What follows belongs to an exercise in optimizing a design on an open flow for small area and a short achievable clock period; a production flow would make more cautious choices.
The RTL was checked by simulation tests, not by an equivalence proof against the original design.

Design j17_core, start of the top module:
module j17_core (
  input         clk,
  input         rst,
  input  [31:0] instr,
  input  [17:0] sw,
  input         btn,
  output [31:0] pc,
  output [31:0] result,
  output [6:0]  display1,
  output [6:0]  display2,
  output [6:0]  display3
);
  wire is_imm, c_add, c_sub, c_mul, c_div, c_mod, c_not, c_and, c_or, c_shl, c_shr, c_ones;
  wire w_alu, w_b, push, pop, j_a, j_cmp, j_z, j_nz, halt;
  wire [2:0] cmp_sel;
  UC uc (
    .instruction(instr), .is_imm(is_imm), .c_add(c_add), .c_sub(c_sub), .c_mul(c_mul),
    .c_div(c_div), .c_mod(c_mod), .c_not(c_not), .c_and(c_and), .c_or(c_or),
    .c_shl(c_shl), .c_shr(c_shr), .c_ones(c_ones), .w_alu(w_alu), .w_b(w_b),
    .push(push), .pop(pop), .j_a(j_a), .j_cmp(j_cmp), .j_z(j_z), .j_nz(j_nz),
    .halt(halt), .cmp_sel(cmp_sel)
  );
  wire       f   = instr[25];
  wire [2:0] ra  = instr[24:22];
  wire       f1  = instr[21];
  wire [2:0] rb  = instr[20:18];
  wire [2:0] rt  = instr[17:15];
  wire [20:0] imm = instr[20:0];
  reg [31:0] PC, RES;
  reg [31:0] R [0:7];
  reg [31:0] D0, D1, D2, D5, D6, D7, D8, D9, D10;    
  reg [9:0]  SP;                                      
  reg        LB;
  assign pc = PC;
  assign result = RES;
  ...
For scale: ~9,300 cells after synthesis, ~620 flip-flops, ~140 I/O pins, roughly 77,000 um^2 of cells after synthesis.
==> flow/config.mk <==
export PLATFORM = sky130hd
export DESIGN_NAME = j17_core
export DESIGN_NICKNAME = j17_core
export VERILOG_FILES = /design/flow/design.v
export SDC_FILE = /design/flow/constraint.sdc
export NUM_CORES = 4
export LEC_CHECK = 0
export ABC_AREA = 1
export CAP_MARGIN = 20
export CORE_MARGIN = 2
export CORE_UTILIZATION = 40
export CTS_BUF_LIST = sky130_fd_sc_hd__clkbuf_8
export PLACE_DENSITY = 0.6
export SLEW_MARGIN = 20
==> flow/constraint.sdc <==
create_clock -name core_clock -period 120.0 [get_ports {clk}]
set_input_delay 24.0000 -clock core_clock [delete_from_list [all_inputs] [get_ports {clk}]]
set_output_delay 24.0000 -clock core_clock [all_outputs]
set_load 0.01 [all_outputs]
standard.sh (not shown) runs the stock make flow with config.mk's settings and CLKGATE_MAP_FILE= SYNTH_SCRIPT=/design/flow/synth_recipe.tcl, a recipe that flattens the netlist after the stock synthesis.
==> flow/flow/run.sh <==
#!/bin/bash
set -uo pipefail
bash standard.sh SETUP_SLACK_MARGIN=40 SETUP_MOVE_SEQUENCE=sizeup SKIP_PIN_SWAP=1 \
  SKIP_GATE_CLONING=1 BUFFER_PORTS_ARGS="-buffer_cell sky130_fd_sc_hd__buf_2" finish > flow_make.log 2>&1
status=$?
tail -n 40 flow_make.log
exit $status
The first run finished with timing, DRC and antenna clean.
Change:
==> flow/flow/run.sh (replaced) <==
#!/bin/bash
set -uo pipefail
bash standard.sh SETUP_SLACK_MARGIN=40 finish > flow_make.log 2>&1
status=$?
tail -n 40 flow_make.log
exit $status
Settings changed: CTS_BUF_LIST sky130_fd_sc_hd__clkbuf_8 to not set.
Effect: Count of clock-buffer cells in the layout goes down by 26; wire length goes up by 1.5%; non-clock buffer count goes up by 209; synthesized area does not change; maximum frequency hardly moves; die area is unchanged; cell count goes up by about 1.3%; worst setup slack degrades by 97 ps; register-to-register slack improves by 110 ps.


Setup of v4:
Another version of the RTL of j17_core (not shown whole).
For scale: about 620 flip-flops, about 0.080 mm^2 of cells after synthesis.
==> flow/design.v (excerpt) <==
module j17_core (
  input         clk,
  input         rst,
  input  [31:0] instr,
  input  [17:0] sw,
  input         btn,
  output [31:0] pc,
  output [31:0] result,
  output [6:0]  display1,
  output [6:0]  display2,
  output [6:0]  display3
);
  wire is_imm, c_add, c_sub, c_mul, c_div, c_mod, c_not, c_and, c_or, c_shl, c_shr, c_ones;
  wire w_alu, w_b, push, pop, j_a, j_cmp, j_z, j_nz, halt;
  wire [2:0] cmp_sel;
  UC uc (
    .instruction(instr), .is_imm(is_imm), .c_add(c_add), .c_sub(c_sub), .c_mul(c_mul),
    .c_div(c_div), .c_mod(c_mod), .c_not(c_not), .c_and(c_and), .c_or(c_or),
    .c_shl(c_shl), .c_shr(c_shr), .c_ones(c_ones), .w_alu(w_alu), .w_b(w_b),
    .push(push), .pop(pop), .j_a(j_a), .j_cmp(j_cmp), .j_z(j_z), .j_nz(j_nz),
    .halt(halt), .cmp_sel(cmp_sel)
  );
  wire       f   = instr[25];
  wire [2:0] ra  = instr[24:22];
  wire       f1  = instr[21];
  wire [2:0] rb  = instr[20:18];
  wire [2:0] rt  = instr[17:15];
  ...
clock: 120.0 ns
lec_check: 0
abc_area: 1
cap_margin: 10
core_margin: 2
core_utilization: 40
cts_buf_list: sky130_fd_sc_hd__clkbuf_8
place_density: 0.6
slew_margin: 10
==> flow/flow/run.sh <==
#!/bin/bash
set -uo pipefail
bash standard.sh SETUP_SLACK_MARGIN=44 SETUP_MOVE_SEQUENCE=sizeup SKIP_PIN_SWAP=1 \
  SKIP_GATE_CLONING=1 BUFFER_PORTS_ARGS="-buffer_cell sky130_fd_sc_hd__buf_2" finish > flow_make.log 2>&1
status=$?
tail -n 40 flow_make.log
exit $status
Modified inputs, v14 compared to v4
- CAP_MARGIN: 10 -> 20
- SLEW_MARGIN: 10 -> 20
--- a/flow/flow/run.sh
+++ b/flow/flow/run.sh
@@ -3 +3 @@
-bash standard.sh SETUP_SLACK_MARGIN=44 SETUP_MOVE_SEQUENCE=sizeup SKIP_PIN_SWAP=1 \
+bash standard.sh SETUP_SLACK_MARGIN=40 SETUP_MOVE_SEQUENCE=sizeup SKIP_PIN_SWAP=1 \
In v14 relative to v4, filler cell count in the final layout had gone up slightly.
The placed instance area on v14 is in line with that on v4.
In the tables for v14 and v4, post-detailed-route via-to-cell ratio reads lower with v14.
Compared with v4, in v14 ratio of cells with drive above 1 in the final layout shows a reduction of 2.0 points; setup slack after placement shows an increase of 0.15 ns.
v14 vs v4: register fraction of the total cell area up
Modified inputs, v1 compared to v14
- SLEW_MARGIN changed from 20 to 10
- CAP_MARGIN changed from 20 to 10
--- a/flow/flow/run.sh
+++ b/flow/flow/run.sh
@@ -3 +3 @@
-bash standard.sh SETUP_SLACK_MARGIN=40 SETUP_MOVE_SEQUENCE=sizeup SKIP_PIN_SWAP=1 \
+bash standard.sh SETUP_SLACK_MARGIN=42 SETUP_MOVE_SEQUENCE=sizeup SKIP_PIN_SWAP=1 \
[summary]
- v1 vs. v14: global-route wire length before repair barely changed.
- On smallest setup slack after layout, v1 does better than v14.
- | flop-to-flop setup slack | v1 vs v14 | 1.59 ns higher |
- v1 finished every stage and its layout cleared the timing, design-rule and antenna checks.
- Diff v14 -> v1: detailed-routed wire length on met2 closely matched the old numbers; overall track demand over capacity in global routing has remained practically unchanged.

[port drivers added, routing unchanged]
No port has a modelled driver above. Below, the same layouts with a new extraction and two added sets of constraints. Step 1 (the two cells are an assumption about what drives the block):
set clk [get_ports {clk}]
set_driving_cell -lib_cell sky130_fd_sc_hd__clkbuf_16 $clk
set_driving_cell -lib_cell sky130_fd_sc_hd__buf_2 [delete_from_list [all_inputs] $clk]
Step 2 times the ports against the registers' clock, not the clock port: input delays grow and output delays shrink by t, the midpoint of the rising clock arrivals with the driver on. Slacks: no drivers / after step 1 / after step 2; pairs: no drivers / after step 1.
| run | shift t [ns] | setup slack, ns | worst setup path at the end | worst slew at a driven data input, ns |
|---|---|---|---|---|
| the first run of note 1 | 0.887 | 42.489 / 42.416 / 41.529 | input to register | 0.17 |
| the second run of note 1 | 0.761 | 42.392 / 42.409 / 41.648 | input to register | 0.17 |
| v4 | 0.900 | 46.642 / 46.679 / 45.779 | input to register | 0.20 |
| v14 | 0.900 | 43.173 / 43.215 / 42.315 | input to register | 0.19 |
| v1 | 0.898 | 44.787 / 44.824 / 43.926 | input to register | 0.19 |
After both steps setup and hold are still met in every run listed. The setup slack of the first run of note 1, which loses most, moves by -0.073 ns with the drivers and by -0.960 ns with both steps.
